From an optimization exercise on the open Yosys and OpenROAD flow, aimed at small area and a short achievable clock period; shortcuts taken in it are not production practice. The RTL was checked by simulation tests, not by an equivalence proof against the original design. No activity file was given, so power comes from the tool's default toggle rates.

File: flow/config.mk
export PLATFORM = sky130hd
export DESIGN_NAME = adder_32bit
export DESIGN_NICKNAME = adder_32bit
export VERILOG_FILES = /design/flow/design.v
export SDC_FILE = /design/flow/constraint.sdc
export NUM_CORES = 4
export LEC_CHECK = 0
export ABC_AREA = 1
export CAP_MARGIN = 20
export CORE_MARGIN = 2
export CORE_UTILIZATION = 40
export CTS_BUF_LIST = sky130_fd_sc_hd__clkbuf_2 sky130_fd_sc_hd__clkbuf_4
export PLACE_DENSITY = 0.75
export SLEW_MARGIN = 20
File: flow/design.v
`timescale 1ns / 1ps
module CompareAndShift32Bit (
    input  [30:0] a,
    input  [30:0] b,
    output        a_ge_b,
    output [7:0]  exp_x,
    output [22:0] frac_x,
    output [23:0] man_x,
    output [23:0] al_man_y
);
    wire [7:0] ea = a[30:23];
    wire [7:0] eb = b[30:23];
    wire [7:0] ep = ~(ea ^ eb);
    wire [7:0] eg = ea & ~eb;
    reg  [7:0] EG, EP;
    integer l, j;
    always @(*) begin
        EG = eg;
        EP = ep;
        for (l = 0; l < 3; l = l + 1)
            for (j = 0; j < 8; j = j + 1)
                if (((j >> l) & 1) == 1) begin
                    EG[j] = EG[j] | (EP[j] & EG[((j >> l) << l) - 1]);
                    EP[j] = EP[j] & EP[((j >> l) << l) - 1];
                end
    end
    wire exp_gt = EG[7];
    wire exp_eq = EP[7];
    reg [22:0] gg, tt;
    integer s, i;
    always @(*) begin
        gg = a[22:0] & ~b[22:0];
        tt = a[22:0] | ~b[22:0];
        for (s = 1; s < 23; s = s * 2)
            for (i = 2*s - 1; i < 23; i = i + 2*s) begin
                gg[i] = gg[i] | (tt[i] & gg[i-s]);
                tt[i] = tt[i] & tt[i-s];
            end
        gg[22] = gg[22] | (tt[22] & (gg[21] | (tt[21] & (gg[19] | (tt[19] & gg[15])))));
        tt[22] = tt[22] & tt[21] & tt[19] & tt[15];
    end
    wire frac_ge = gg[22] | tt[22];
    assign a_ge_b = exp_gt | (exp_eq & frac_ge);
    assign exp_x  = a_ge_b ? ea : eb;
    assign frac_x = a_ge_b ? a[22:0] : b[22:0];
    assign man_x  = {exp_x != 8'd0, frac_x};
    wire [7:0]  shift = ep ^ (exp_gt ? {EG[6:0] | EP[6:0], 1'b1} : ~{EG[6:0], 1'b0});
    wire [22:0] frac_y = a_ge_b ? b[22:0] : a[22:0];
    wire        hid_y  = a_ge_b ? (eb != 8'd0) : (ea != 8'd0);
    wire [23:0] man_y  = {hid_y, frac_y};
    wire [23:0] s0 = shift[0] ? {1'b0,  man_y[23:1]} : man_y;
    wire [23:0] s1 = shift[1] ? {2'b0,  s0[23:2]}    : s0;
    wire [23:0] s2 = shift[2] ? {4'b0,  s1[23:4]}    : s1;
    wire [23:0] s3 = shift[3] ? {8'b0,  s2[23:8]}    : s2;
    wire [23:0] s4 = shift[4] ? {16'b0, s3[23:16]}   : s3;
    assign al_man_y = (shift[7:5] != 3'd0) ? 24'd0 : s4;
endmodule
`timescale 1ns / 1ps
module Addition32Bit (
    input         sub,
    input  [23:0] x,
    input  [23:0] y,
    output [24:0] res
);
    wire [23:0] xs = x ^ {24{sub}};
    wire [23:0] p  = xs ^ y;
    wire [23:0] g  = (x & {24{~sub}} & y) | (x & {24{sub}} & ~y);
    reg  [23:0] G, P;
    integer s, i;
    always @(*) begin
        G = {g[23:1], g[0] | (p[0] & sub)};
        P = p;
        for (s = 1; s < 24; s = s * 2)
            for (i = 2*s - 1; i < 24; i = i + 2*s) begin
                G[i] = G[i] | (P[i] & G[i-s]);
                P[i] = P[i] & P[i-s];
            end
        for (s = 8; s >= 1; s = s / 2)
            for (i = 3*s - 1; i < 24; i = i + 2*s) begin
                G[i] = G[i] | (P[i] & G[i-s]);
                P[i] = P[i] & P[i-s];
            end
    end
    assign res[23:0] = p ^ {G[22:0], sub};
    assign res[24]   = G[23] & ~sub;
endmodule
`timescale 1ns / 1ps
module Normalization32Bit (
    input  [24:0] res,
    input  [7:0]  exp_base,
    output [22:0] man_res,
    output [7:0]  exp_res,
    output        overflow
);
    wire [7:0] e = exp_base + 8'd1;
    wire [31:0] r = {res, 7'h7f};
    wire z16 = (r[31:16] == 16'd0);
    wire [15:0] q1 = z16 ? r[15:0] : r[31:16];
    wire z8 = (q1[15:8] == 8'd0);
    wire [7:0] q2 = z8 ? q1[7:0] : q1[15:8];
    wire z4 = (q2[7:4] == 4'd0);
    wire [3:0] q3 = z4 ? q2[3:0] : q2[7:4];
    wire z2 = (q3[3:2] == 2'd0);
    wire [1:0] q4 = z2 ? q3[1:0] : q3[3:2];
    wire z1 = ~q4[1];
    wire [4:0] lz = {z16, z8, z4, z2, z1};
    wire big = e[7:5] != 3'd0;
    wire [4:0] k;
    wire [5:0] lt, gt;  
    assign lt[5] = big;
    assign gt[5] = 1'b0;
    genvar i;
    generate
        for (i = 4; i >= 0; i = i - 1) begin : g_min
            assign k[i] = gt[i+1] ? e[i] : (lt[i+1] ? lz[i] : (lz[i] & e[i]));
            assign lt[i] = lt[i+1] | (~gt[i+1] & ~lz[i] & e[i]);
            assign gt[i] = gt[i+1] | (~lt[i+1] & lz[i] & ~e[i]);
        end
    endgenerate
    wire [24:0] n = res << k;
    assign exp_res = n[24] ? e - {3'd0, k} : 8'd0;
    assign man_res = n[23:1];
    assign overflow = (exp_base == 8'd254) & res[24];
endmodule
`timescale 1ns / 1ps
module adder_32bit(
    input clk,
    input rst,
    input [31:0] i_a,
    input [31:0] i_b,
    input i_vld,
    output [31:0] o_res,
    output reg o_res_vld,
    output overflow
);
wire sign_a = i_a[31];
wire sign_b = i_b[31];
wire        a_ge_b;
wire [7:0]  exp_x;
wire [22:0] frac_x;
wire [23:0] man_x, al_man_y;
wire [24:0] res;
CompareAndShift32Bit u_CompareAndShift32Bit (
    .a(i_a[30:0]),
    .b(i_b[30:0]),
    .a_ge_b(a_ge_b),
    .exp_x(exp_x),
    .frac_x(frac_x),
    .man_x(man_x),
    .al_man_y(al_man_y)
);
Addition32Bit u_Addition32Bit (
    .sub(sign_a ^ sign_b),
    .x(man_x),
    .y(al_man_y),
    .res(res)
);
wire exp_a_max = &i_a[30:23];
wire exp_b_max = &i_b[30:23];
wire special   = exp_a_max | exp_b_max;
wire nan_res   = (|frac_x) | (exp_a_max & exp_b_max & (sign_a ^ sign_b));
wire x_zero    = (exp_x == 8'd0) & (frac_x == 23'd0);
wire sign_res  = a_ge_b ? (sign_a & ~x_zero) : sign_b;
reg [24:0] r_res;
reg [7:0]  r_exp;
reg        r_sign, r_nan;
always @(posedge clk or posedge rst) begin
    if (rst) begin
        r_res <= 25'b0;
        r_exp <= 8'b0;
        r_sign <= 1'b0;
        r_nan <= 1'b0;
        o_res_vld <= 1'b0;
    end else begin
        r_res <= res;
        r_exp <= exp_x;
        r_sign <= sign_res & ~(special & nan_res);
        r_nan <= special & nan_res;
        o_res_vld <= i_vld;
    end
end
wire        r_special = &r_exp;
wire [22:0] man_res;
wire [7:0]  exp_res;
wire        operation_overflow;
Normalization32Bit u_Normalization32Bit (
    .res(r_res),
    .exp_base(r_exp),
    .man_res(man_res),
    .exp_res(exp_res),
    .overflow(operation_overflow)
);
assign o_res[31]    = r_sign;
assign o_res[30:23] = exp_res | {8{r_special}};
assign o_res[22]    = r_special ? r_nan : man_res[22];
assign o_res[21:0]  = man_res[21:0] & {22{~r_special}};
assign overflow     = r_special | operation_overflow;
endmodule
File: flow/standard.sh
#!/bin/bash
# synth_recipe.tcl (not shown) runs the flow's synth.tcl, then flattens the netlist and writes it again
# the make line also repeats each setting of config.mk as NAME=value (left out here)
make -C /OpenROAD-flow-scripts/flow DESIGN_CONFIG=/design/flow/config.mk WORK_HOME=/design/flow/orfs CLKGATE_MAP_FILE= SYNTH_SCRIPT=/design/flow/synth_recipe.tcl "${@:-finish}"
File: flow/constraint.sdc
create_clock -name core_clock -period 40.0 [get_ports {clk}]
set_input_delay 8.0000 -clock core_clock [delete_from_list [all_inputs] [get_ports {clk}]]
set_output_delay 8.0000 -clock core_clock [all_outputs]
set_load 0.01 [all_outputs]
File: flow/flow/run.sh
#!/bin/bash
# The standard ORFS layout with these changes:
#  - ABC's area script without its upsize step (the layout's timing repair
#    sizes the critical paths instead),
#  - plain buf_1 cells as the port buffers,
#  - timing repair aimed at setup slack >= 26.7 ns.
set -euo pipefail
rm -rf scripts_custom
cp -r "$FLOW_HOME/scripts" scripts_custom
printf '%s\n' strash dch 'map -B 0.9' topo 'stime -c' 'buffer -c' 'dnsize -c' > scripts_custom/abc_area.script
bash standard.sh SCRIPTS_DIR="$PWD/scripts_custom" \
    BUFFER_PORTS_ARGS="-buffer_cell sky130_fd_sc_hd__buf_1" \
    SETUP_SLACK_MARGIN=26.7 finish > make_finish.log 2>&1
==> run summary, run 1 <==
Rel. slew slack 0.414; Area Overhead vs Synth 11.2%; Worst Path Max Fanout 47; routability cong. 0.963; die width 143 um; internal power 0.186 mW; power density cells 53.4 mW/mm^2; via-per-instance ratio 5.21; synthesized area 0.00773 sq mm; die height 143 um; clock buffer depth 2; slowest CP cell fa_1; DPL Wire Length 18400 um; multi-input gate area in the final layout 0.00606 sq mm; setup TNS 0 ns; register area 902 sq um; EDFF count, synth 0; # Max-Cap Violations 0; GRT overflow 0; Final Hold Fails 0; xor/xnor cell area share of the yosys netlist 0.0532; RSZ-0062 raised after global routing false; Pleak 4.45 nW; largest net degree at the start of global routing 82; flops & latches, synth 36; syn_nets 1543; clock power share 0.037; switching share of power 0.595; Synth top area share 0.216; number of synthesis warnings 3; Synth Area in Compound Gates 0.134; Post-CTS Hold Buffers 0; simple-gate share of the synthesized area 0.453; DR WL/cell 13.0 um; final worst path period share 0.323; die area 0.0205 sq mm; CTS buffer count 5; NetSw 0.273 mW; Max Clk Rate 0.0774 GHz; Combinational Power Share 0.832; clock sink total 36; Worst Path Arrival 4.91 ns; syn_area_per_cell 5.52 sq um; Worst Setup Start Kind register; CTS clk-pin slew, worst paths 0.10 ns; CTS tree built; Pins Over Slew Limit 0; Setup Crit Path Kind reg -> out; status complete, no violations; VDD IR max 20.1 uV; total I/O pin count 101; Sequential Power Share 0.131; Total Wirelength 22600 um; H-Tree Depth 2; leading area contributor after synthesis nand2_1; Worst-Margin Slew 0.876 ns; fraction of layout cells with a size suffix above 1 0.0466; first-pass GRT wire length 36500 um; endpoint class of the critical path output pin; # rows 50; PortBufs 100; first-pass iteration count of the detailed router 5; initial antenna violation count 1; FFs w/ async S/R, synth 1.00; cells after synthesis 1401; post-synthesis mux area share 0.0107; Detail Route Antenna Nets 0; number of fillers in the final layout 2060; Critical Path RT 32.00 ns; gr usage total 0.214; DR DRC count 0; vias in the first global route 7822; via count 9077; clk root buf clkbuf_4; most used cell, CP nand2_1; most area-consuming cells after synthesis nand2_1 (22%), nand3_1 (15%), ha_1 (12%); register area share after synthesis 0.117; main flop type after synthesis dfrtp_1; Max stage delay on crit path 0.45 ns; Yosys cell types 39; Synth Area in Adders 0.122; Setup Viol. Count Final 0; Starting Density 0.411; Placeable Area 0.0188 sq mm; Final #Nets 1623; Util after Layout 0.457; largest family of logic cells by synthesized area simple AND/OR/NAND/NOR gates; fin crit period 12.91 ns; Initial DRC Count 590; Hold Crit Class in -> async
## sequential cells by signal, indices dropped and copies added (netlist names)
name	count
r_res	25
r_sign	1
r_nan	1
o_res_vld	1
r_exp	8
## area by class of cell
cell class | instances | area share
multi-input cells | 1140 | 0.705
flip-flops and latches | 36 | 0.105
inverters | 173 | 0.0771
repair buffers | 123 | 0.0677
well taps | 260 | 0.0378
clock buffers | 5 | 0.00437
clock inverters | 2 | 0.00146
repair inverters | 2 | 0.00116
diodes | 1 | 0.000291
## worst max path at each step
stage | startpoint | endpoint | slack [ns] | depth (start not counted)
3_3_place_gp | i_b[24] | r_res[23]$_DFF_PP0_ | 26.03 | 38
5_1_grt | r_res[13]$_DFF_PP0_ | o_res[29] | 26.53 | 32
4_1_cts | r_res[10]$_DFF_PP0_ | o_res[29] | 26.71 | 30
6_report | r_res[16]$_DFF_PP0_ | o_res[29] | 27.09 | 32
2_1_floorplan | i_b[24] | r_res[23]$_DFF_PP0_ | 27.58 | 35
3_5_place_dp | i_b[24] | r_res[23]$_DFF_PP0_ | 25.86 | 38
## metrics by stage
stage	hold WS, ns	instances	area (sq um)	power, mW	setup slack (ns)
floorplan	8.03	1401	7730	0.334	27.58
global placement	7.82	1719	8320	0.427	26.03
detailed placement	7.82	1719	8320	0.431	25.86
CTS	7.44	1726	8380	0.450	26.71
global route	7.46	1742	8600	0.517	26.53
finish	7.47	1742	8600	0.459	27.09
## power by group through the flow
| stage | Sequential [mW] | Combinational (mW) | Clock [mW] |
|---|---|---|---|
| 5_1_grt | 0.0617 | 0.436 | 0.0194 |
| 2_1_floorplan | 0.0571 | 0.277 | 0 |
| 3_3_place_gp | 0.0616 | 0.365 | 0 |
| 6_report | 0.0603 | 0.382 | 0.0168 |
| 3_5_place_dp | 0.0616 | 0.369 | 0 |
| 4_1_cts | 0.0608 | 0.371 | 0.0181 |
## worst max-delay path: cells and delay by family (launching register included)
kind	cells	cell delay [ns]
XOR/XNOR	1	0.13
flip-flops	1	0.41
adder cells (fa/ha/maj)	2	0.60
AND/OR/NAND/NOR	17	1.58
buffers and inverters	8	1.21
AO/OA/AOI/OAI	4	0.64
## logic make-up after synthesis
group,after synthesis
AO/OA/AOI/OAI,194
XOR/XNOR,47
adder cells (fa/ha/maj),75
buffers and inverters,225
flip-flops,36
multiplexers,8
AND/OR/NAND/NOR,816
## placed cells by master (no fill, tap or decap), drive strengths merged, types with 2 or more instances in the layout
master    synthesis  final
a21boi            3      3
a21oi            53     53
a31oi             3      3
buf              11    122
clkbuf           41      6
clkinv            4      4
clkinvlp          0      6
dfrtp            36     36
ha               74     74
inv             169    167
mux2              2      2
mux2i             6      6
nand2           445    445
nand3           226    226
nand3b            6      6
nand4            17     17
nor2             80     80
nor3             14     14
nor4             13     13
o211ai            3      3
o21ai           112    112
o21bai            5      5
o221ai            2      2
o22ai             7      7
o31ai             2      2
or2              12     12
xnor2            18     18
xor2             29     29
## synthesized netlist by cell type, drive strengths merged, types with 5 or more instances
| cell type | n |
|---|---|
| o21bai | 5 |
| o21ai | 112 |
| buf | 11 |
| xnor2 | 18 |
| nor3 | 14 |
| clkbuf | 41 |
| xor2 | 29 |
| or2 | 12 |
| dfrtp | 36 |
| ha | 74 |
| nor2 | 80 |
| nand4 | 17 |
| inv | 169 |
| o22ai | 7 |
| a21oi | 53 |
| mux2i | 6 |
| nand2 | 445 |
| nor4 | 13 |
| nand3 | 226 |
| nand3b | 6 |
## layer usage
layer / routed length (um) / global-route usage / up-vias
met5: 0 / 0 / -
li1: - / - / 4750
met3: 1210 / 0.00671 / 55
met1: 10300 / 0.291 / 3979
met2: 10400 / 0.366 / 293
met4: 777 / 0.0719 / 0
## what timing repair did
action,in CTS,in global routing
pin swaps,0,4
gates resized for setup,3,27
setup endpoints to repair,17,42
setup buffers,0,12
cloned,0,3
==> run 2: changes to the inputs <==
==> flow/flow/run.sh (replaced) <==
#!/bin/bash
# The standard ORFS layout with these changes:
#  - ABC's area script without its upsize step (the layout's timing repair
#    sizes the critical paths instead),
#  - plain buf_1 cells as the port buffers,
#  - timing repair aimed at setup slack >= 27 ns.
set -euo pipefail
rm -rf scripts_custom
cp -r "$FLOW_HOME/scripts" scripts_custom
printf '%s\n' strash '&get -n' '&dch' '&put' 'map -B 0.9' topo 'stime -c' 'buffer -c' 'dnsize -c' > scripts_custom/abc_area.script
bash standard.sh SCRIPTS_DIR="$PWD/scripts_custom" \
    BUFFER_PORTS_ARGS="-buffer_cell sky130_fd_sc_hd__buf_1" \
    SETUP_SLACK_MARGIN=27 finish > make_finish.log 2>&1
==> run summary, run 2 <==
fraction of layout cells with a size suffix above 1 0.0477 (was 0.0466); multi-input gate area in the final layout 0.00621 sq mm (was 0.00606 sq mm); Total Wirelength 24100 um (was 22600 um); Pleak 4.60 nW (was 4.45 nW); Final Hold Fails 0 (unchanged); switching share of power 0.601 (was 0.595); die area 0.0207 sq mm (was 0.0205 sq mm); # Max-Cap Violations 0 (unchanged); Final #Nets 1649 (was 1623); leading area contributor after synthesis nand2_1 (unchanged); Pins Over Slew Limit 0 (unchanged); flops & latches, synth 36 (unchanged); CTS buffer count 5 (unchanged); clock sink total 36 (unchanged); DR DRC count 0 (unchanged); syn_nets 1566 (was 1543); register area 901 sq um (was 902 sq um); met2 usage in global routing 0.387 (was 0.366); Post-synth top cells nand2_1 (460), nand3_1 (254), inv_1 (168) (was nand2_1 (445), nand3_1 (226), inv_1 (168)); Max Clk Rate 0.0791 GHz (was 0.0774 GHz); NetSw 0.290 mW (was 0.273 mW); vias in the first global route 8062 (was 7822); CTS tree built (unchanged); endpoint class of the critical path register (was output pin); first-pass iteration count of the detailed router 5 (unchanged); Bufs and invs on worst path 8 (unchanged); Hold Crit Class in -> async (unchanged); CP top delay family compound AO/OA/AOI/OAI gates (was simple AND/OR/NAND/NOR gates); clock power share 0.038 (was 0.037); H-Tree Depth 2 (unchanged); main flop type after synthesis dfrtp_1 (unchanged); routability cong. 0.966 (was 0.963); Setup Viol. Count Final 0 (unchanged); clock buffer depth 2 (unchanged); Sequential Power Share 0.129 (was 0.131); synthesized area 0.00781 sq mm (was 0.00773 sq mm); Yosys cell types 38 (was 39); number of synthesis warnings 3 (unchanged); total I/O pin count 101 (unchanged); Worst Setup Start Kind input port (was register); Rel. slew slack 0.422 (was 0.414); Placed Area 0.00840 sq mm (was 0.00832 sq mm); met1 GRT Util 0.306 (was 0.291); Non-Filler Instances 1774 (was 1742); Cells after DPL 1745 (was 1719); power density cells 54.8 mW/mm^2 (was 53.4 mW/mm^2); setup TNS 0 ns (unchanged); most frequent cells in the layout nand2_1 (457), nand3_1 (253), inv_1 (163) (was nand2_1 (443), nand3_1 (225), inv_1 (165)); die width 144 um (was 143 um); Area Overhead vs Synth 12.6% (was 11.2%); number of fillers in the final layout 2151 (was 2060); fin crit period 12.65 ns (was 12.91 ns); Combinational Power Share 0.832 (about the same); commonest non-fill, non-tap cell in the layout nand2_1 (unchanged); RSZ-0062 raised after global routing false (unchanged); first-pass GRT wire length 38500 um (was 36500 um); die height 144 um (was 143 um); Initial DRC Count 739 (was 590); Critical Path RT 40.22 ns (was 32.00 ns); Worst Path Max Fanout 23 (was 47); PortBufs 100 (unchanged); via-per-instance ratio 5.28 (was 5.21); FFs w/ async S/R, synth 1.00 (unchanged); CTS clk-pin slew, worst paths 0.10 ns (about the same); clk root buf clkbuf_4 (unchanged); GR peak layer met2 (unchanged); final worst path period share 0.316 (was 0.323); status complete, no violations (unchanged); cells after synthesis 1424 (was 1401); GR Layer Usage met3 0.0117 (was 0.00671); max reg flops 25 (unchanged); Placeable Area 0.0193 sq mm (was 0.0188 sq mm); gr usage total 0.225 (was 0.214); DPL Wire Length 19000 um (was 18400 um); Worst-Margin Slew 0.866 ns (was 0.876 ns); via count 9360 (was 9077); internal power 0.192 mW (was 0.186 mW); EDFF count, synth 0 (unchanged); # rows 51 (was 50); most used cell, CP nand2_1 (unchanged); Starting Density 0.404 (was 0.411); initial antenna violation count 1 (unchanged); Post-Layout Inst Area 0.00879 sq mm (was 0.00860 sq mm); slowest CP cell ha_1 (was fa_1); largest register by flop count r_res (unchanged); VDD IR max 19.4 uV (was 20.1 uV); Setup Crit Path Kind in -> reg (was reg -> out); largest registers r_res (25), r_exp (8) (unchanged); count leader, synth nand2_1 (unchanged); Synth top area share 0.221 (was 0.216); GRT overflow 0 (unchanged); syn_area_per_cell 5.48 sq um (was 5.52 sq um); Worst Path Arrival 12.86 ns (was 4.91 ns); largest net degree at the start of global routing 80 (was 82); register area share after synthesis 0.115 (was 0.117); DR WL/cell 13.6 um (was 13.0 um); Max stage delay on crit path 0.33 ns (was 0.45 ns); Detail Route Antenna Nets 0 (unchanged); most area-consuming cells after synthesis nand2_1 (22%), nand3_1 (16%), ha_1 (12%) (was nand2_1 (22%), nand3_1 (15%), ha_1 (12%))
## run 2: cell count changes in the layout (fill, tap and decap cells not counted), moves of 5 or more
cell and delta:
a21oi_1 +5, nand2_1 +14, nand3_1 +28, o211ai_1 +5, o21ai_0 -18, o22ai_1 -5, or2_2 -11
## run 2: cell families (layout without fill, tap and decap cells)
group	count (synthesis)	in the layout	synth area share
AO/OA/AOI/OAI	182	182	0.125
XOR/XNOR	48	48	0.0538
adder cells (fa/ha/maj)	75	75	0.121
buffers and inverters	227	309	0.110
flip-flops	36	36	0.115
multiplexers	7	7	0.00929
other	0	1	0
AND/OR/NAND/NOR	849	851	0.465
## run 2: area by class of cell
cell class	count	share of cell area
Clock inverter	1	0.000427
Tap cell	265	0.0377
Sequential cell	36	0.102
Multi-Input combinational cell	1163	0.707
Clock buffer	7	0.00598
Timing Repair inverter	4	0.00256
Inverter	173	0.0760
Antenna cell	1	0.000285
Timing Repair Buffer	124	0.0680
## run 2: final timing paths
path,start,endpoint,slack (ns),cells past startpoint
max,i_b[28],r_res[23]$_DFF_PP0_,27.35,36
min,rst,o_res_vld$_DFF_PP0_,7.71,3
max in group asynchronous,rst,r_res[12]$_DFF_PP0_,31.98,3
min in group core_clock,i_vld,o_res_vld$_DFF_PP0_,7.76,1
## run 2: stage by stage
stage | setup slack, ns | total power [mW] | hold slack, ns | util
after floorplan | 27.58 | 0.343 | 8.03 | -
final | 27.35 | 0.482 | 7.71 | 0.455
after global routing | 26.97 | 0.542 | 7.73 | 0.455
after detailed placement | 25.98 | 0.442 | 8.09 | 0.434
after global placement | 26.17 | 0.438 | 8.08 | 0.434
after CTS | 27.00 | 0.466 | 7.71 | 0.442
## run 2: power by group through the flow
stage / Clock [mW] / Combinational [mW] / Sequential [mW]
2_1_floorplan: 0 / 0.285 / 0.0580
3_3_place_gp: 0 / 0.375 / 0.0633
3_5_place_dp: 0 / 0.379 / 0.0631
4_1_cts: 0.0197 / 0.384 / 0.0623
5_1_grt: 0.0218 / 0.456 / 0.0638
6_report: 0.0185 / 0.401 / 0.0623
## run 2: layer usage
metal | routed length [um] | share of wire | vias to the layer above
met4 | 547 | 0.023 | 0
li1 | - | - | 4855
met1 | 11000 | 0.45 | 4137
met2 | 11100 | 0.46 | 334
met3 | 1490 | 0.062 | 34
met5 | 0 | 0 | -
## run 2: timing repair
action | 4_1_cts | 5_1_grt
gates cloned | 2 | 5
setup endpoints to repair | 27 | 43
hold buffers | 0 | 0
gates resized for setup | 10 | 36
buffers inserted | 4 | 9
pin swaps | 1 | 4
==> run 3: changes to the inputs <==
==> flow/flow/run.sh (replaced) <==
#!/bin/bash
# The standard ORFS layout with these changes:
#  - ABC's area script without its buffer and upsize steps (the layout's timing repair
#    sizes the critical paths instead),
#  - plain buf_1 cells as the port buffers,
#  - timing repair aimed at setup slack >= 27 ns.
set -euo pipefail
rm -rf scripts_custom
cp -r "$FLOW_HOME/scripts" scripts_custom
printf '%s\n' strash dch 'map -B 0.9' topo 'stime -c' 'dnsize -c' > scripts_custom/abc_area.script
bash standard.sh SCRIPTS_DIR="$PWD/scripts_custom" \
    BUFFER_PORTS_ARGS="-buffer_cell sky130_fd_sc_hd__buf_1" \
    SETUP_SLACK_MARGIN=27 finish > make_finish.log 2>&1
==> run summary, run 3 <==
fin worst setup slack 27.33 ns (was 27.35 ns); largest register by flop count r_res (unchanged); Pleak 4.05 nW (was 4.60 nW); syn_nets 1492 (was 1566); cells after synthesis 1350 (was 1424); synthesized area 0.00753 sq mm (was 0.00781 sq mm); clk root buf clkbuf_4 (unchanged); Yosys cell types 33 (was 38); DR DRC count 0 (unchanged); Rel. slew slack 0.402 (was 0.422); Initial DRC Count 742 (was 739); largest net degree at the start of global routing 48 (was 80); DPL Wire Length 18800 um (was 19000 um); most used cell, CP nand2_1 (unchanged); first-pass GRT wire length 38600 um (was 38500 um); Starting Density 0.405 (was 0.404); Worst Path Arrival 12.87 ns (was 12.86 ns); FFs w/ async S/R, synth 1.00 (unchanged); power density cells 54.2 mW/mm^2 (was 54.8 mW/mm^2); Worst Path Max Fanout 8 (was 23); clock sink total 36 (unchanged); Setup Viol. Count Final 0 (unchanged); die area 0.0199 sq mm (was 0.0207 sq mm); routability cong. 1.03 (was 0.966); Post-synth top cells nand2_1 (445), nand3_1 (226), clkinv_1 (173) (was nand2_1 (460), nand3_1 (254), inv_1 (168)); gr usage total 0.232 (was 0.225); CTS clk-pin slew, worst paths 0.09 ns (was 0.10 ns); clock buffer depth 2 (unchanged); Critical Path RT 40.20 ns (was 40.22 ns); Synth top area share 0.222 (was 0.221); Max Clk Rate 0.0789 GHz (was 0.0791 GHz); CTS tree built (unchanged); commonest non-fill, non-tap cell in the layout nand2_1 (unchanged); GRT overflow 0 (unchanged); VDD IR max 19.0 uV (was 19.4 uV); first-pass iteration count of the detailed router 5 (unchanged); max reg flops 25 (unchanged); endpoint class of the critical path register (unchanged); final worst path period share 0.317 (was 0.316); largest registers r_res (25), r_exp (8) (unchanged); PortBufs 100 (unchanged); Final Hold Fails 0 (unchanged); setup TNS 0 ns (unchanged); final hold slack 7.50 ns (was 7.71 ns); Final #Nets 1639 (was 1649); syn_area_per_cell 5.58 sq um (was 5.48 sq um); leading area contributor after synthesis nand2_1 (unchanged); vias in the first global route 8121 (was 8062); initial antenna violation count 1 (unchanged); most area-consuming cells after synthesis nand2_1 (22%), nand3_1 (15%), ha_1 (12%) (was nand2_1 (22%), nand3_1 (16%), ha_1 (12%)); dpl ws 25.76 ns (was 25.98 ns); Placeable Area 0.0186 sq mm (was 0.0193 sq mm); die width 141 um (was 144 um); Area Overhead vs Synth 18.8% (was 12.6%); Hold Crit Class in -> async (unchanged); via-per-instance ratio 5.43 (was 5.28); status complete, no violations (unchanged); total I/O pin count 101 (unchanged); RSZ-0062 raised after global routing false (unchanged); flops & latches, synth 36 (unchanged); Post-Layout Inst Area 0.00895 sq mm (was 0.00879 sq mm); most frequent cells in the layout nand2_1 (440), nand3_1 (224), clkinv_1 (164) (was nand2_1 (457), nand3_1 (253), inv_1 (163)); slowest CP cell ha_4 (was ha_1); Worst Setup Start Kind input port (unchanged); CTS buffer count 5 (unchanged); via count 9406 (was 9360); number of synthesis warnings 3 (unchanged); Placed Area 0.00830 sq mm (was 0.00840 sq mm); H-Tree Depth 2 (unchanged); Pins Over Slew Limit 0 (unchanged); DR WL/cell 14.1 um (was 13.6 um); Detail Route Antenna Nets 0 (unchanged); fin crit period 12.67 ns (was 12.65 ns); Worst-Margin Slew 0.894 ns (was 0.866 ns); count leader, synth nand2_1 (unchanged); main flop type after synthesis dfrtp_1 (unchanged); Max stage delay on crit path 0.40 ns (was 0.33 ns); fraction of layout cells with a size suffix above 1 0.0795 (was 0.0477); register area share after synthesis 0.120 (was 0.115); die height 141 um (was 144 um); Total Wirelength 24500 um (was 24100 um); Setup Crit Path Kind in -> reg (unchanged); # Max-Cap Violations 0 (unchanged); # rows 50 (was 51); EDFF count, synth 0 (unchanged)
## run 3: cell types whose count changed in the layout (fill, tap and decap cells not counted), moves of 6 or more
cell / change
buf_4: +12
nand3_1: -29
nand2_1: -17
o21ai_0: +12
clkinv_1: +160
inv_1: -163
a21oi_1: -9
or2_2: +11
nor3_1: -6
## run 3: area by class of cell
cell class / instances / area, sq um
fill: 1968 / 9630
tap: 234 / 293
sequential: 36 / 903
clock inverter: 2 / 7.51
timing repair buffer: 136 / 691
inverter: 173 / 687
antenna: 1 / 2.50
clock buffer: 5 / 37.5
multi-input combinational: 1144 / 6320
timing repair inverter: 1 / 5.00
## run 3: timing repair
action / 4_1_cts / 5_1_grt
gates cloned: 2 / 4
endpoints found under the setup margin: 43 / 47
resized for setup: 20 / 60
hold buffers: 0 / 0
setup buffers: 9 / 19
pin swaps: 4 / 15
## run 3: kinds of logic (layout without fill, tap and decap cells)
| logic type | after synthesis | after routing | share of synthesized area |
|---|---|---|---|
| muxes | 8 | 8 | 0.0110 |
| AOI/OAI and AO/OA | 194 | 194 | 0.138 |
| buffers and inverters | 174 | 317 | 0.0872 |
| DFF | 36 | 36 | 0.120 |
| and+or+nand+nor | 816 | 819 | 0.464 |
| adders and majority gates | 75 | 75 | 0.126 |
| xor gates and xnor gates | 47 | 48 | 0.0546 |
| other | 0 | 1 | 0 |
## run 3: path summary, 6_finish.rpt
kind / slack [ns] / start / depth (start not counted) / to
worst max-delay path: 27.33 / i_b[24] / 34 / r_res[23]$_DFF_PP0_
worst min-delay path: 7.50 / rst / 2 / o_res_vld$_DFF_PP0_
max in group asynchronous: 31.92 / rst / 3 / r_exp[0]$_DFF_PP0_
min in group core_clock: 7.77 / i_vld / 1 / o_res_vld$_DFF_PP0_
## run 3: routing by layer
metal / global-route usage / share of wire
met2: 0.392 / 0.46
met4: 0.0895 / 0.036
met5: 0 / 0
met3: 0.0177 / 0.064
met1: 0.309 / 0.44
## run 3: power breakdown
| part | switching [mW] | leakage, nW | internal (mW) |
|---|---|---|---|
| Combinational | 0.267 | 3.60 | 0.141 |
| Clock | 0.00983 | 0.0261 | 0.00612 |
| Sequential | 0.0111 | 0.420 | 0.0504 |
| Total | 0.288 | 4.05 | 0.197 |
## run 3: through the flow
step           power [mW]  utilization  std cells
6_report            0.485        0.482       1732
5_1_grt             0.542        0.482       1732
4_1_cts             0.460        0.458       1708
3_5_place_dp        0.436        0.447       1690
3_3_place_gp        0.432        0.447       1690
2_1_floorplan       0.332            -       1350
## run 3: worst max-delay path: cells and delay by family
| family | cells | cell delay, ns |
|---|---|---|
| buffers and inverters | 6 | 0.65 |
| AND/OR/NAND/NOR | 14 | 1.16 |
| AO/OA/AOI/OAI | 8 | 1.44 |
| XOR/XNOR | 2 | 0.42 |
| adder cells (fa/ha/maj) | 3 | 0.79 |
| multiplexers | 1 | 0.35 |
==> run 4: changes to the inputs <==
==> flow/flow/run.sh (replaced) <==
#!/bin/bash
# The standard ORFS layout with these changes:
#  - plain buf_1 cells as the port buffers,
#  - timing repair aimed at setup slack >= MARGIN ns,
#  - after the repair at global route, cells are downsized where the setup
#    slack stays >= MARGIN ns (recover_power, with the margin applied as
#    setup clock uncertainty only while it runs).
set -euo pipefail
MARGIN=27
rm -rf scripts_custom
cp -r "$FLOW_HOME/scripts" scripts_custom
python3 - scripts_custom/util.tcl <<'PY'
import sys
p = sys.argv[1]
s = open(p).read()
old = "  log_cmd repair_timing {*}$additional_args\n  report_tns\n  report_wns\n  report_power\n}"
assert old in s
new = ("  set_clock_uncertainty $::env(SETUP_SLACK_MARGIN) -setup [all_clocks]\n"
       "  log_cmd repair_timing {*}$additional_args\n"
       "  set_clock_uncertainty 0 -setup [all_clocks]\n"
       "  report_tns\n  report_wns\n  report_power\n}")
open(p, "w").write(s.replace(old, new))
PY
bash standard.sh SCRIPTS_DIR="$PWD/scripts_custom" \
    BUFFER_PORTS_ARGS="-buffer_cell sky130_fd_sc_hd__buf_1" \
    SETUP_SLACK_MARGIN=$MARGIN RECOVER_POWER=100 finish > make_finish.log 2>&1
--- a/flow/config.mk
+++ b/flow/config.mk
@@ -11,4 +11,3 @@
 export CORE_UTILIZATION = 40
 export CTS_BUF_LIST = sky130_fd_sc_hd__clkbuf_2 sky130_fd_sc_hd__clkbuf_4
-export PLACE_DENSITY = 0.75
 export SLEW_MARGIN = 20
==> run summary, run 4 <==
DR DRC count 0 (unchanged); fin crit period 12.58 ns (was 12.67 ns); main flop type after synthesis dfrtp_1 (unchanged); clock buffer depth 2 (unchanged); die area 0.0215 sq mm (was 0.0199 sq mm); leading area contributor after synthesis nand2_1 (unchanged); # rows 52 (was 50); Initial DRC Count 750 (was 742); syn_area_per_cell 5.81 sq um (was 5.58 sq um); Final Hold Fails 0 (unchanged); CP top delay family simple AND/OR/NAND/NOR gates (was compound AO/OA/AOI/OAI gates); total I/O pin count 101 (unchanged); via count 9146 (was 9406); largest registers r_res (25), r_exp (8) (unchanged); Pins Over Slew Limit 35 (was 0); largest register by flop count r_res (unchanged); # Max-Cap Violations 1 (was 0); die width 147 um (was 141 um); commonest non-fill, non-tap cell in the layout nand2_1 (unchanged); Pleak 4.53 nW (was 4.05 nW); Worst Setup Start Kind register (was input port); Critical Path RT 32.00 ns (was 40.20 ns); number of synthesis warnings 3 (unchanged); initial antenna violation count 1 (unchanged); power density cells 53.8 mW/mm^2 (was 54.2 mW/mm^2); Worst Path Max Fanout 23 (was 8); DR WL/cell 14.5 um (was 14.1 um); most frequent cells in the layout nand2_1 (423), nand3_1 (219), inv_1 (144) (was nand2_1 (440), nand3_1 (224), clkinv_1 (164)); CTS buffer count 5 (unchanged); DPL Wire Length 20800 um (was 18800 um); PortBufs 100 (unchanged); status finished with violations (was complete, no violations); count leader, synth nand2_1 (unchanged); EDFF count, synth 0 (unchanged); Final #Nets 1620 (was 1639); max reg flops 25 (unchanged); endpoint class of the critical path output pin (was register); Rel. slew slack -0.0980 (was 0.402); Starting Density 0.405 (about the same); CTS clk-pin slew, worst paths 0.09 ns (about the same); die height 147 um (was 141 um); Worst-Margin Slew 1.65 ns (was 0.894 ns); Total Wirelength 25400 um (was 24500 um); syn_nets 1543 (was 1492); VDD IR max 20.8 uV (was 19.0 uV); RSZ-0062 raised after global routing true (was false); vias in the first global route 8202 (was 8121); Fail Reasons capacitance limit, slew limit; Util after Layout 0.442 (was 0.482); cells after synthesis 1401 (was 1350); H-Tree Depth 2 (unchanged); fraction of layout cells with a size suffix above 1 0.0954 (was 0.0795); Setup Crit Path Kind reg -> out (was in -> reg); Yosys cell types 55 (was 33); routability cong. 0.950 (was 1.03); clk root buf clkbuf_4 (unchanged); Worst Path Arrival 4.58 ns (was 12.87 ns); register area share after synthesis 0.111 (was 0.120); GRT overflow 0 (unchanged); Post-CTS Hold Buffers 0 (unchanged); gr usage total 0.232 (about the same); first-pass iteration count of the detailed router 5 (unchanged); first-pass GRT wire length 41400 um (was 38600 um); Hold Crit Class in -> async (unchanged); Area Overhead vs Synth 9.09% (was 18.8%); FFs w/ async S/R, synth 1.00 (unchanged); setup TNS 0 ns (unchanged); most area-consuming cells after synthesis nand2_1 (20%), nand3_1 (14%), ha_1 (11%) (was nand2_1 (22%), nand3_1 (15%), ha_1 (12%)); Max stage delay on crit path 0.50 ns (was 0.40 ns); synthesized area 0.00815 sq mm (was 0.00753 sq mm); clock sink total 36 (unchanged); slowest CP cell inv_1 (was ha_4); via-per-instance ratio 5.23 (was 5.43); largest net degree at the start of global routing 82 (was 48); CTS tree built (unchanged); Post-synth top cells nand2_1 (424), nand3_1 (220), inv_1 (145) (was nand2_1 (445), nand3_1 (226), clkinv_1 (173)); Detail Route Antenna Nets 0 (unchanged); Synth top area share 0.195 (was 0.222); flops & latches, synth 36 (unchanged); most used cell, CP nand2_1 (unchanged); Bufs and invs on worst path 6 (unchanged); Placeable Area 0.0201 sq mm (was 0.0186 sq mm); Setup Viol. Count Final 0 (unchanged); Max Clk Rate 0.0795 GHz (was 0.0789 GHz); final worst path period share 0.315 (was 0.317)
run 4: changes by cell type after synthesis, sizes merged:
cell	previous run	this run
clkinv	173	4
inv	0	169
buf	1	36
clkbuf	0	16
run 4: cell families after synthesis:
logic type | count (synthesis) | synth area share
AOI/OAI and AO/OA | 194 | 0.139
xor gates and xnor gates | 47 | 0.0579
adders and majority gates | 75 | 0.116
buffers and inverters | 225 | 0.118
DFF | 36 | 0.111
muxes | 8 | 0.0101
and+or+nand+nor | 816 | 0.449
run 4: repair_timing:
| item | in CTS | in global routing |
|---|---|---|
| hold endpoints to repair | 0 | 0 |
| pin swaps | 0 | 7 |
| buffers inserted | 0 | 11 |
| cloned | 0 | 1 |
| resized for setup | 1 | 31 |
| endpoints found under the setup margin | 6 | 25 |
run 4: worst max path at each step:
| stage | cells past startpoint | slack [ns] | start | to |
|---|---|---|---|---|
| final | 27 | 27.42 | r_res[24]$_DFF_PP0_ | o_res[30] |
| after global routing | 37 | 26.97 | i_b[24] | r_res[23]$_DFF_PP0_ |
| after CTS | 37 | 27.10 | i_a[23] | r_res[23]$_DFF_PP0_ |
| after detailed placement | 37 | 26.42 | i_a[23] | r_res[23]$_DFF_PP0_ |
| after global placement | 37 | 26.54 | i_a[23] | r_res[23]$_DFF_PP0_ |
| after floorplan | 35 | 28.00 | i_b[24] | r_res[23]$_DFF_PP0_ |
run 4: cell type report:
class	count	area, sq um
fillers	2262	11200
multi-input cells	1141	6390
flip-flops and latches	36	902
inverters	173	667
repair buffers	121	537
well taps	270	338
clock buffers	5	37.5
clock inverters	2	7.51
diodes	1	2.50
run 4: stage by stage:
step	std cells	total power, mW	area, sq um	setup slack (ns)	hold WS, ns
detailed placement	1729	0.450	8640	26.42	7.84
floorplan	1401	0.355	8150	28.00	8.03
finish	1749	0.478	8890	27.42	7.48
global route	1749	0.536	8890	26.97	7.47
global placement	1729	0.447	8640	26.54	7.84
CTS	1736	0.468	8690	27.10	7.46
run 4: where the power goes:
| part | switching (mW) | internal (mW) |
|---|---|---|
| Combinational | 0.265 | 0.134 |
| Sequential | 0.0120 | 0.0504 |
| Clock | 0.0105 | 0.00612 |
| Total | 0.287 | 0.191 |
run 4: metal layers:
layer / vias up / global-route usage / part of all wire
li1: 4740 / - / -
met1: 4102 / 0.316 / 0.46
met2: 262 / 0.403 / 0.48
met3: 42 / 0.00901 / 0.042
met4: 0 / 0.0655 / 0.024
met5: - / 0 / 0

separate check: timing with driven ports:
Ports are ideal in the flow. The routed layouts listed here were re-timed in OpenROAD.
Step 1 (the two cells are an assumption about what drives the block):
set clk [get_ports {clk}]
set_driving_cell -lib_cell sky130_fd_sc_hd__clkbuf_16 $clk
set_driving_cell -lib_cell sky130_fd_sc_hd__buf_2 [delete_from_list [all_inputs] $clk]
Step 2 also shifts input and output timing later by t, the mid clock arrival at the registers, as if the neighbouring blocks saw the same clock.
Slacks: ideal / step 1 / step 2; pairs: ideal / step 1.
| run | t, ns | slack for setup (ns) | worst hold slack (ns) | worst register clock-pin slew, ns | cell pins on the clock port's net |
|---|---|---|---|---|---|
| run 1 | 0.349 | 27.086 / 27.060 / 26.926 | 7.466 / 7.462 / 7.811 | 0.10 / 0.10 | 1 |
| run 2 | 0.358 | 27.354 / 27.361 / 27.002 | 7.708 / 7.695 / 8.053 | 0.10 / 0.10 | 1 |
| run 3 | 0.346 | 27.331 / 27.307 / 26.989 | 7.501 / 7.492 / 7.839 | 0.09 / 0.09 | 1 |
| run 4 | 0.366 | 27.417 / 27.383 / 27.092 | 7.481 / 7.476 / 7.842 | 0.09 / 0.09 | 1 |
For run 2, which loses most, drivers alone change the setup slack by +0.007 ns; drivers and shift together by -0.352 ns.
